What follows belongs to an exercise in optimizing a design on an open flow for small area, a short achievable clock period and few clock cycles per item; a production flow would make more cautious choices.
No run shown here included a check of the RTL's function; only the layout flow was run.

==> flow/design.v, too long to show whole: its modules and the start of the top module <==
// module mul_op: 1476 lines
// module mul_benc: 5 lines
// module mul_row: 7 lines
// module mul_fa: 4 lines
// module mul_fx: 6 lines
// module mul_ha: 4 lines
// module mul_xor: 3 lines
// module mul_xnor: 3 lines
// module mul_nand2: 3 lines
// module mul_nor2: 3 lines
// module mul_inv: 3 lines
// module mul_aoi21: 3 lines
// module mul_oai21: 3 lines
// module mul_selx: 3 lines
// module mul_selxn: 3 lines
// module mul_sel: 3 lines
module mul_op #(parameter INPUTS = 2,
		parameter OUTPUTS = 1,
		parameter DATA_IN_SIZE = 32,
		parameter DATA_OUT_SIZE = 32)
		(
		input clk,
		input rst,
		input [INPUTS * (DATA_IN_SIZE)- 1 : 0]data_in_bus,
		input [INPUTS - 1 : 0]valid_in_bus,
		output [INPUTS - 1 : 0] ready_in_bus,
		output [OUTPUTS * (DATA_OUT_SIZE) - 1 : 0]data_out_bus,
		output [OUTPUTS - 1 : 0]valid_out_bus,
		input 	[OUTPUTS - 1 : 0] ready_out_bus
);
  // ...
==> flow/flow/run.sh <==
#!/bin/bash
# The standard layout, with resizing free to change a cell's footprint (so the
# port buffers and other cells can be swapped for faster ones) and port
# buffers that are plain buffers rather than delay cells.
set -euo pipefail
bash standard.sh MATCH_CELL_FOOTPRINT=0 BUFFER_PORTS_ARGS="-buffer_cell sky130_fd_sc_hd__buf_2" finish > standard.log 2>&1
==> flow/standard.sh <==
#!/bin/bash
# synth_recipe.tcl (not shown) runs the flow's synth.tcl, then flattens the netlist and writes it again
# the make line also repeats each setting of config.mk as NAME=value (left out here)
make -C /OpenROAD-flow-scripts/flow DESIGN_CONFIG=/design/flow/config.mk WORK_HOME=/design/flow/orfs CLKGATE_MAP_FILE= SYNTH_SCRIPT=/design/flow/synth_recipe.tcl "${@:-finish}"
==> flow/config.mk <==
export PLATFORM = sky130hd
export DESIGN_NAME = mul_op
export DESIGN_NICKNAME = mul_op
export VERILOG_FILES = /design/flow/design.v
export SDC_FILE = /design/flow/constraint.sdc
export NUM_CORES = 4
export LEC_CHECK = 0
export CAP_MARGIN = 20
export CORE_MARGIN = 2
export CORE_UTILIZATION = 40
export SETUP_SLACK_MARGIN = 5
export SLEW_MARGIN = 20
export SYNTH_HIERARCHICAL = 1
==> flow/constraint.sdc <==
create_clock -name core_clock -period 8.0 [get_ports {clk}]
set_input_delay 1.6000 -clock core_clock [delete_from_list [all_inputs] [get_ports {clk}]]
set_output_delay 1.6000 -clock core_clock [all_outputs]
set_load 0.01 [all_outputs]
==> impl_results.md, run 1 <==
* N_diodes at 1
* Starting density of the core at 0.4029
* Instance count on the critical path at 13
* Worst Path Buf+Inv at 2
* M3 GR Usage at 0.02286
* Drt pass-1 iters at 6
* Count leader, synth: xor2_1
* Total clock sinks at 250
* Post-synth top area cell: edfxtp_1
* Final setup margin at 4.961 ns
* Multi-input combinational area share at 0.5572
* Synth Area in Compound Gates at 0.1599
* Tightest Pin Transition at 1.039 ns
* Xor/xnor share of the synthesized area at 0.2773
* Metal2 WL at 26650 um
* Slowest stage delay, CP at 0.43 ns
* Placed inst area at 0.02301 mm^2
* Setup crit end kind: flip-flop
* DRC at 0
* Avg WL per Cell at 20.38 um
* Slew Limit Headroom at 0.3071
* Most frequent cells in the layout: xor2_1, xnor2_1, edfxtp_1, maj3_2, a22oi_2
* Status: complete, no violations
* Repair and plain buffers at 248
* DP Worst Slack at 4.393 ns
* Final Hold Violating Endpoints at 0
* Cells along the critical path: buf_12 -> buf_4 -> a22oi_1 -> xnor2_1 -> maj3_2 -> xor2_1 -> xor2_1 -> ha_1 -> ha_4 -> a21oi_2 -> o21ai_2 -> a31oi_2 -> xnor2_1
* Distinct cell type count after synthesis at 43
* Top cell type's share of synthesized area at 0.3300
* Clock-pin slew on the worst setup and hold paths at 0.06 ns
* Total number of sequential cells at 250
* Remaining antenna violation count after routing at 0
* CTS root buf: clkbuf_16
* Core Rows at 86
* Multi-input gates at 1528
* Die area at 0.05718 mm^2
* Routed vias/inst at 5.335
* Top post-synthesis cells by count: xor2_1, xnor2_1, edfxtp_1
* Post-CTS Setup Bufs at 9
* Met3 WL at 2779 um
* CP startpoint kind: flip-flop
==> inputs of run 2 (changes only) <==
--- a/flow/design.v
+++ b/flow/design.v
@@ -1057,62 +1057,62 @@
   mul_fx fx154 (.a(n294), .b(n291), .c(n296), .s(n386), .co(n387));
   mul_fx fx155 (.a(n293), .b(n298), .c(n300), .s(n388), .co(n389));
   mul_fx fx156 (.a(n295), .b(n297), .c(n302), .s(n390), .co(n391));
   mul_xor xr22 (.a(n299), .b(n307), .y(n392));
   mul_xor xr23 (.a(n308), .b(n309), .y(n393));
   mul_xor xr24 (.a(n392), .b(n301), .y(n394));
   mul_xor xr25 (.a(n393), .b(n303), .y(n395));
   assign lsum = {1'b0, n183, n181, n67, n65, n63, n5, n2, pp1[0], pp0[1], sel_s[2]} + {1'b0, n184, n182, n180, n66, n64, n62, n3, n1, 1'b0, pp0[0]};
-  mul_fa fa1 (.a(rc4[10]), .b(rc4[11]), .c(rc4[12]), .s(n396), .co(n397));
-  mul_fa fa2 (.a(rc4[15]), .b(rc4[16]), .c(rc4[17]), .s(n398), .co(n399));
-  mul_fa fa3 (.a(rc4[19]), .b(rc4[20]), .c(rc4[21]), .s(n400), .co(n401));
-  mul_fa fa4 (.a(rc4[23]), .b(rc4[24]), .c(rc4[25]), .s(n402), .co(n403));
-  mul_fa fa5 (.a(rc4[27]), .b(rc4[28]), .c(rc4[29]), .s(n404), .co(n405));
-  mul_fa fa6 (.a(rc4[31]), .b(rc4[32]), .c(rc4[33]), .s(n406), .co(n407));
-  mul_fa fa7 (.a(rc4[35]), .b(rc4[36]), .c(rc4[37]), .s(n408), .co(n409));
-  mul_fa fa8 (.a(rc4[39]), .b(rc4[40]), .c(rc4[41]), .s(n410), .co(n411));
-  mul_fa fa9 (.a(rc4[43]), .b(rc4[44]), .c(rc4[45]), .s(n412), .co(n413));
-  mul_fa fa10 (.a(rc4[47]), .b(rc4[48]), .c(rc4[49]), .s(n414), .co(n415));
-  mul_fa fa11 (.a(rc4[51]), .b(rc4[52]), .c(rc4[53]), .s(n416), .co(n417));
-  mul_fa fa12 (.a(rc4[55]), .b(rc4[56]), .c(rc4[57]), .s(n418), .co(n419));
-  mul_fa fa13 (.a(rc4[59]), .b(rc4[60]), .c(rc4[61]), .s(n420), .co(n421));
-  mul_fa fa14 (.a(rc4[63]), .b(rc4[64]), .c(rc4[65]), .s(n422), .co(n423));
-  mul_fa fa15 (.a(rc4[67]), .b(rc4[68]), .c(rc4[69]), .s(n424), .co(n425));
-  mul_fa fa16 (.a(rc4[71]), .b(rc4[72]), .c(rc4[73]), .s(n426), .co(n427));
-  mul_fa fa17 (.a(rc4[75]), .b(rc4[76]), .c(rc4[77]), .s(n428), .co(n429));
-  mul_fa fa18 (.a(rc4[79]), .b(rc4[80]), .c(rc4[81]), .s(n430), .co(n431));
-  mul_fa fa19 (.a(rc4[83]), .b(rc4[84]), .c(rc4[85]), .s(n432), .co(n433));
-  mul_fa fa20 (.a(rc4[87]), .b(rc4[88]), .c(rc4[89]), .s(n434), .co(n435));
-  mul_fa fa21 (.a(rc4[91]), .b(rc4[92]), .c(rc4[93]), .s(n436), .co(n437));
+  mul_fx fx157 (.a(rc4[10]), .b(rc4[11]), .c(rc4[12]), .s(n396), .co(n397));
+  mul_fx fx158 (.a(rc4[15]), .b(rc4[16]), .c(rc4[17]), .s(n398), .co(n399));
+  mul_fx fx159 (.a(rc4[19]), .b(rc4[20]), .c(rc4[21]), .s(n400), .co(n401));
+  mul_fx fx160 (.a(rc4[23]), .b(rc4[24]), .c(rc4[25]), .s(n402), .co(n403));
+  mul_fx fx161 (.a(rc4[27]), .b(rc4[28]), .c(rc4[29]), .s(n404), .co(n405));
+  mul_fx fx162 (.a(rc4[31]), .b(rc4[32]), .c(rc4[33]), .s(n406), .co(n407));
+  mul_fx fx163 (.a(rc4[35]), .b(rc4[36]), .c(rc4[37]), .s(n408), .co(n409));
+  mul_fx fx164 (.a(rc4[39]), .b(rc4[40]), .c(rc4[41]), .s(n410), .co(n411));
+  mul_fx fx165 (.a(rc4[43]), .b(rc4[44]), .c(rc4[45]), .s(n412), .co(n413));
+  mul_fx fx166 (.a(rc4[47]), .b(rc4[48]), .c(rc4[49]), .s(n414), .co(n415));
+  mul_fx fx167 (.a(rc4[51]), .b(rc4[52]), .c(rc4[53]), .s(n416), .co(n417));
+  mul_fx fx168 (.a(rc4[55]), .b(rc4[56]), .c(rc4[57]), .s(n418), .co(n419));
+  mul_fx fx169 (.a(rc4[59]), .b(rc4[60]), .c(rc4[61]), .s(n420), .co(n421));
+  mul_fx fx170 (.a(rc4[63]), .b(rc4[64]), .c(rc4[65]), .s(n422), .co(n423));
+  mul_fx fx171 (.a(rc4[67]), .b(rc4[68]), .c(rc4[69]), .s(n424), .co(n425));
+  mul_fx fx172 (.a(rc4[71]), .b(rc4[72]), .c(rc4[73]), .s(n426), .co(n427));
+  mul_fx fx173 (.a(rc4[75]), .b(rc4[76]), .c(rc4[77]), .s(n428), .co(n429));
+  mul_fx fx174 (.a(rc4[79]), .b(rc4[80]), .c(rc4[81]), .s(n430), .co(n431));
+  mul_fx fx175 (.a(rc4[83]), .b(rc4[84]), .c(rc4[85]), .s(n432), .co(n433));
+  mul_fx fx176 (.a(rc4[87]), .b(rc4[88]), .c(rc4[89]), .s(n434), .co(n435));
+  mul_fx fx177 (.a(rc4[91]), .b(rc4[92]), .c(rc4[93]), .s(n436), .co(n437));
   mul_xor xr26 (.a(rc4[95]), .b(rc4[96]), .y(n438));
   mul_xor xr27 (.a(rc4[97]), .b(rc4[98]), .y(n439));
   mul_ha ha30 (.a(rc4[13]), .b(rc4[14]), .s(n440), .co(n441));
-  mul_fa fa22 (.a(rc4[18]), .b(n397), .c(n398), .s(n442), .co(n443));
-  mul_fa fa23 (.a(rc4[22]), .b(n399), .c(n400), .s(n444), .co(n445));
-  mul_fa fa24 (.a(rc4[26]), .b(n401), .c(n402), .s(n446), .co(n447));
-  mul_fa fa25 (.a(rc4[30]), .b(n403), .c(n404), .s(n448), .co(n449));
-  mul_fa fa26 (.a(rc4[34]), .b(n405), .c(n406), .s(n450), .co(n451));
-  mul_fa fa27 (.a(rc4[38]), .b(n407), .c(n408), .s(n452), .co(n453));
-  mul_fa fa28 (.a(rc4[42]), .b(n409), .c(n410), .s(n454), .co(n455));
-  mul_fa fa29 (.a(rc4[46]), .b(n411), .c(n412), .s(n456), .co(n457));
-  mul_fa fa30 (.a(rc4[50]), .b(n413), .c(n414), .s(n458), .co(n459));
-  mul_fa fa31 (.a(rc4[54]), .b(n415), .c(n416), .s(n460), .co(n461));
-  mul_fa fa32 (.a(rc4[58]), .b(n417), .c(n418), .s(n462), .co(n463));
-  mul_fa fa33 (.a(rc4[62]), .b(n419), .c(n420), .s(n464), .co(n465));
-  mul_fa fa34 (.a(rc4[66]), .b(n421), .c(n422), .s(n466), .co(n467));
-  mul_fa fa35 (.a(rc4[70]), .b(n423), .c(n424), .s(n468), .co(n469));
-  mul_fa fa36 (.a(rc4[74]), .b(n425), .c(n426), .s(n470), .co(n471));
-  mul_fa fa37 (.a(rc4[78]), .b(n427), .c(n428), .s(n472), .co(n473));
-  mul_fa fa38 (.a(rc4[82]), .b(n429), .c(n430), .s(n474), .co(n475));
-  mul_fa fa39 (.a(rc4[86]), .b(n431), .c(n432), .s(n476), .co(n477));
-  mul_fa fa40 (.a(rc4[90]), .b(n433), .c(n434), .s(n478), .co(n479));
-  mul_fa fa41 (.a(rc4[94]), .b(n435), .c(n436), .s(n480), .co(n481));
+  mul_fa fa1 (.a(rc4[18]), .b(n397), .c(n398), .s(n442), .co(n443));
+  mul_fa fa2 (.a(rc4[22]), .b(n399), .c(n400), .s(n444), .co(n445));
+  mul_fa fa3 (.a(rc4[26]), .b(n401), .c(n402), .s(n446), .co(n447));
+  mul_fa fa4 (.a(rc4[30]), .b(n403), .c(n404), .s(n448), .co(n449));
+  mul_fa fa5 (.a(rc4[34]), .b(n405), .c(n406), .s(n450), .co(n451));
+  mul_fa fa6 (.a(rc4[38]), .b(n407), .c(n408), .s(n452), .co(n453));
+  mul_fa fa7 (.a(rc4[42]), .b(n409), .c(n410), .s(n454), .co(n455));
+  mul_fa fa8 (.a(rc4[46]), .b(n411), .c(n412), .s(n456), .co(n457));
+  mul_fa fa9 (.a(rc4[50]), .b(n413), .c(n414), .s(n458), .co(n459));
+  mul_fa fa10 (.a(rc4[54]), .b(n415), .c(n416), .s(n460), .co(n461));
+  mul_fa fa11 (.a(rc4[58]), .b(n417), .c(n418), .s(n462), .co(n463));
+  mul_fa fa12 (.a(rc4[62]), .b(n419), .c(n420), .s(n464), .co(n465));
+  mul_fa fa13 (.a(rc4[66]), .b(n421), .c(n422), .s(n466), .co(n467));
+  mul_fa fa14 (.a(rc4[70]), .b(n423), .c(n424), .s(n468), .co(n469));
+  mul_fa fa15 (.a(rc4[74]), .b(n425), .c(n426), .s(n470), .co(n471));
+  mul_fa fa16 (.a(rc4[78]), .b(n427), .c(n428), .s(n472), .co(n473));
+  mul_fa fa17 (.a(rc4[82]), .b(n429), .c(n430), .s(n474), .co(n475));
+  mul_fa fa18 (.a(rc4[86]), .b(n431), .c(n432), .s(n476), .co(n477));
+  mul_fa fa19 (.a(rc4[90]), .b(n433), .c(n434), .s(n478), .co(n479));
+  mul_fa fa20 (.a(rc4[94]), .b(n435), .c(n436), .s(n480), .co(n481));
   mul_xor xr28 (.a(n438), .b(n439), .y(n482));
-  mul_xor xr29 (.a(n482), .b(n437), .y(n483));
+  mul_xor xr29 (.a(n437), .b(n482), .y(n483));
   mul_xor g1 (.a(n396), .b(n440), .y(k1));
   mul_xor g2 (.a(n442), .b(n441), .y(k2));
   mul_xor g3 (.a(n444), .b(n443), .y(k3));
   mul_xor g4 (.a(n446), .b(n445), .y(k4));
   mul_xor g5 (.a(n448), .b(n447), .y(k5));
   mul_xor g6 (.a(n450), .b(n449), .y(k6));
   mul_xor g7 (.a(n452), .b(n451), .y(k7));
   mul_xor g8 (.a(n454), .b(n453), .y(k8));
==> run 2 against run 1 <==
  * Hold slack gained 0.013 ns
  * Sequential share of layout area shrank 0.18 points
  * Global-route usage grew 0.18 points
  * Highest routed layer is now met5
  * Still clean
  * Core utilization grew 0.11 points
  * Clock skew grew 0.0034 ns
==> impl_results.md, run 2 <==
* Final Max Tran Viols at 0 (unchanged)
* Tightest Pin Transition at 0.9755 ns (was 1.039 ns)
* Grt total ovfl at 0 (unchanged)
* Final Setup Violations at 0 (unchanged)
* Crit path arrival time at 3.34 ns (was 3.36 ns)
* Setup crit end kind: flip-flop (unchanged)
* Slowest stage delay, CP at 0.43 ns (about the same)
* Count leader, synth: xor2_1 (unchanged)
* Most common cell after layout, fill and taps aside: xor2_1 (unchanged)
* Slowest cell on the critical path: edfxtp_1 (unchanged)
* Crit path top cell by count: xor2_1
* Status: complete, no violations (unchanged)
* First-pass GRT wire length at 87140 um (was 86170 um)
* Remaining antenna violation count after routing at 0 (unchanged)
* Seq cells post-synth at 250 (unchanged)
* Total negative slack at 0 ns (unchanged)
* RSZ-0062 raised after global routing: true (unchanged)
* Fin crit period at 3.028 ns (was 3.039 ns)
* Post-synth EDFFs at 243 (unchanged)
* Total clock sinks at 250 (unchanged)
* Area Growth Syn to Fin at 15.48% (was 15.71%)
* H-tree levels at 1 (unchanged)
* Core Rows at 86 (unchanged)
* Cell Area, Synth at 0.02230 mm^2 (was 0.02211 mm^2)
* HP Class: flip-flop to flip-flop (unchanged)
* Placer Congestion at 0.8597 (was 0.8994)
* Worst r2r src: a_s[8]$_DFFE_PN_ (was sel_s[1]$_DFFE_PN_)
* Hold path start: rc4[8]$_DFFE_PN_ (was rc4[1]$_DFFE_PN_)
* Antenna violations before repair at 2 (was 3)
* DRC at 0 (unchanged)
* Crit Path Class: flip-flop to flip-flop (unchanged)
* Syn Area/Cell at 11.55 um^2 (was 11.71 um^2)
* Most flops, register: rc4 (unchanged)
* DP Worst Slack at 4.645 ns (was 4.393 ns)
* Ports at 104 (unchanged)
* Final net count at 2241 (was 2219)
* Worst skew pair latency at 0.57 ns (about the same)
* Synth warn at 7 (unchanged)
* Routed vias at 15.13k (was 14.91k)
* HPWL after detailed placement at 39400 um (was 39840 um)
* First DRT Iteration DRCs at 1122 (was 1084)
* Avg WL per Cell at 20.18 um (was 20.38 um)
* Routed WL at 58170 um (was 56930 um)
* TritonCTS buffer count at 29 (unchanged)
* Max reg flops at 99 (unchanged)
* Tcrit/Tclk final at 0.3784 (was 0.3798)
* Distinct cell type count after synthesis at 43 (unchanged)
* Share of post-route cells with drive strength above 1 at 0.3421 (was 0.3576)
* Vias in the first global route at 14.86k (was 14.64k)
* Top cell type's share of synthesized area at 0.3273 (was 0.3300)
* Placed inst area at 0.02326 mm^2 (was 0.02301 mm^2)
* CP startpoint kind: flip-flop (unchanged)
* Die Ht at 240.1 um (was 239.1 um)
* Max Clock Freq at 330.3 MHz (was 329.1 MHz)
* Clock-pin slew on the worst setup and hold paths at 0.06 ns (about the same)
* Most frequent cells in the layout: xor2_1, xnor2_1, edfxtp_1, maj3_2, a22oi_2 (unchanged)
* Final setup margin at 4.972 ns (was 4.961 ns)
* Cells along the critical path: buf_12 -> a22oi_2 -> xnor2_2 -> xor2_1 -> xor2_1 -> xor2_1 -> xor2_1 -> ha_1 -> ha_4 -> and3_1 -> a31oi_1 -> xnor2_1 (was buf_12 -> buf_4 -> a22oi_1 -> xnor2_1 -> maj3_2 -> xor2_1 -> xor2_1 -> ha_1 -> ha_4 -> a21oi_2 -> o21ai_2 -> a31oi_2 -> xnor2_1)
* Final Cell Area at 0.02575 mm^2 (was 0.02559 mm^2)
* Largest cells by area after synthesis: edfxtp_1, xor2_1, xnor2_1 (unchanged)
* Die width at 240.1 um (was 239.1 um)
* Drt pass-1 iters at 5 (was 6)
* Top FF cell, synth: edfxtp_1 (unchanged)
* Ys async rst share at 0.02800 (unchanged)
* Sequential element share of the synthesized area at 0.3352 (was 0.3380)
* Pin count of the biggest net entering global routing at 74 (was 75)
* Top post-synthesis cells by count: xor2_1, xnor2_1, edfxtp_1 (unchanged)
* GRT Overall Usage at 0.1964 (was 0.1946)
* Critical path origin: a_s[8]$_DFFE_PN_ (was sel_s[1]$_DFFE_PN_)
* Slew Limit Headroom at 0.3497 (was 0.3071)
* CTS root buf: clkbuf_16 (unchanged)
* Syn Inst Count at 1930 (was 1888)
* Final Hold Violating Endpoints at 0 (unchanged)
* Req. time, crit path at 8.32 ns (about the same)
* Die area at 0.05765 mm^2 (was 0.05718 mm^2)
* Starting density of the core at 0.4047 (was 0.4029)
* Top Registers: rc4: 99 flops, sel_s: 48 flops (unchanged)
* Crit Path Max Fanout at 5 (was 6)
* Port-buffer cells at 103 (unchanged)
* CTS tree: yes (unchanged)
* Layout Skew at 0.02171 ns (was 0.01829 ns)
* Max Cap Viol at 0 (unchanged)
* CTS max path bufs at 3 (unchanged)
* Core Region at 0.05509 mm^2 (was 0.05488 mm^2)
* Post-synth top area cell: edfxtp_1 (unchanged)
* Routed vias/inst at 5.247 (was 5.335)
-- run 2: cell types whose count changed in the layout (fill, tap and decap cells not counted), sizes merged --
cell / before / now
xor2: 401 / 443
maj3: 156 / 177
bufinv: 4 / 1
fa: 41 / 20
buf: 243 / 238
clkinvlp: 2 / 5
clkbuf: 39 / 47
-- run 2: repair_timing --
item | 4_1_cts | 5_1_grt
endpoints found under the setup margin | 107 | 103
gates resized for setup | 59 | 65
setup buffers | 37 | 54
hold endpoints to repair | 0 | 0
gates cloned | 6 | 5
hold buffers | 0 | 0
pin swaps | 8 | 38
-- run 2: area by class of cell --
type                    count  area, um^2
fillers                  5128       29340
multi-input cells        1570       14260
flip-flops and latches    250        7478
repair buffers            248        2133
well taps                 748       935.9
clock buffers              37       755.7
clock inverters            16       123.9
inverters                  12       48.80
repair inverters            1       5.005
diodes                      1       2.502
-- run 2: critical path, delay by kind of cell (launching register included) --
| family | cells | cell delay [ns] |
|---|---|---|
| DFF | 1 | 0.43 |
| and+or+nand+nor | 1 | 0.18 |
| buffers and inverters | 1 | 0.16 |
| adders and majority gates | 2 | 0.57 |
| AOI/OAI and AO/OA | 2 | 0.32 |
| xor gates and xnor gates | 6 | 1.12 |
-- run 2: cell families after synthesis --
family,share of synthesized area
simple gates,0.03535
flops,0.3352
xor+xnor,0.2915
mux,0.007407
buf+inv,0.04197
fa+ha+maj,0.1298
other cells,0.0001682
compound gates,0.1586
-- run 2: through the flow --
stage,utilization,cells,hold slack (ns)
after floorplan,-,1932,0.4266
after global placement,0.4219,2724,0.4397
after detailed placement,0.4222,2725,0.4483
after CTS,0.4512,2821,0.4547
after global routing,0.4673,2882,0.4810
final,0.4674,2883,0.4595
-- run 2: final timing paths --
check / to / slack, ns / cells after the start
worst max-delay path: rc4[9]$_DFFE_PN_ / 4.97 / 12
worst min-delay path: s_reg[8]$_DFFE_PN_ / 0.46 / 0
worst max register to register: rc4[9]$_DFFE_PN_ / 4.97 / 12
worst min register to register: s_reg[8]$_DFFE_PN_ / 0.46 / 0
max in group asynchronous: rdy[0]$_DFF_PP1_ / 6.78 / 2
min in group asynchronous: fa$_DFF_PP0_ / 0.95 / 2
-- run 2: modules after synthesis, one instance, submodules excluded, excerpt --
module	area, um^2	flops+latches	cells
mul_nor2	3.754	0	1
mul_op	7964	250	322
mul_selxn	17.52	0	3
mul_sel	15.01	0	1
mul_fa	20.02	0	1
mul_xnor	8.758	0	1
mul_ha	12.51	0	1
mul_inv	3.754	0	1
mul_nand2	3.754	0	1
mul_fx	11.26	0	1
mul_aoi21	8.758	0	1
mul_xor	8.758	0	1
mul_benc	38.79	0	5
mul_selx	17.52	0	3
mul_oai21	5.005	0	1
-- run 2: layer usage --
| metal | part of all wire | wire length (um) | up-vias | global-route usage |
|---|---|---|---|---|
| met2 | 0.46 | 27020 | 404 | 0.3212 |
| met5 | 0.00022 | 13 | - | 0 |
| met3 | 0.052 | 3018 | 83 | 0.03008 |
| li1 | - | - | 7299 | - |
| met1 | 0.46 | 26630 | 7338 | 0.2692 |
| met4 | 0.026 | 1489 | 2 | 0.05534 |

## static timing again, ports no longer ideal
How much do the figures lean on ideal ports? The routed layouts below were timed once more, with nothing changed but the port constraints.
Step 1 sets driving cells, clkbuf_16 on the clock port and buf_2 on the other inputs (assumed; they add their load-dependent delay and slew).
Step 2 times the ports against the registers' clock, not the clock port: input delays grow and output delays shrink by t, the midpoint of the rising clock arrivals with the driver on.
a / b / c = ideal / step 1 / step 2; a / b = the first two.
run | t (ns) | setup slack, ns | worst setup path after step 2 | slew at the worst register clock pin (ns)
run 1 | 0.617 | 4.961 / 4.961 / 4.961 | register to register | 0.06 / 0.06
run 2 | 0.612 | 4.972 / 4.972 / 4.972 | register to register | 0.06 / 0.06
After both steps every run listed still meets setup and hold.
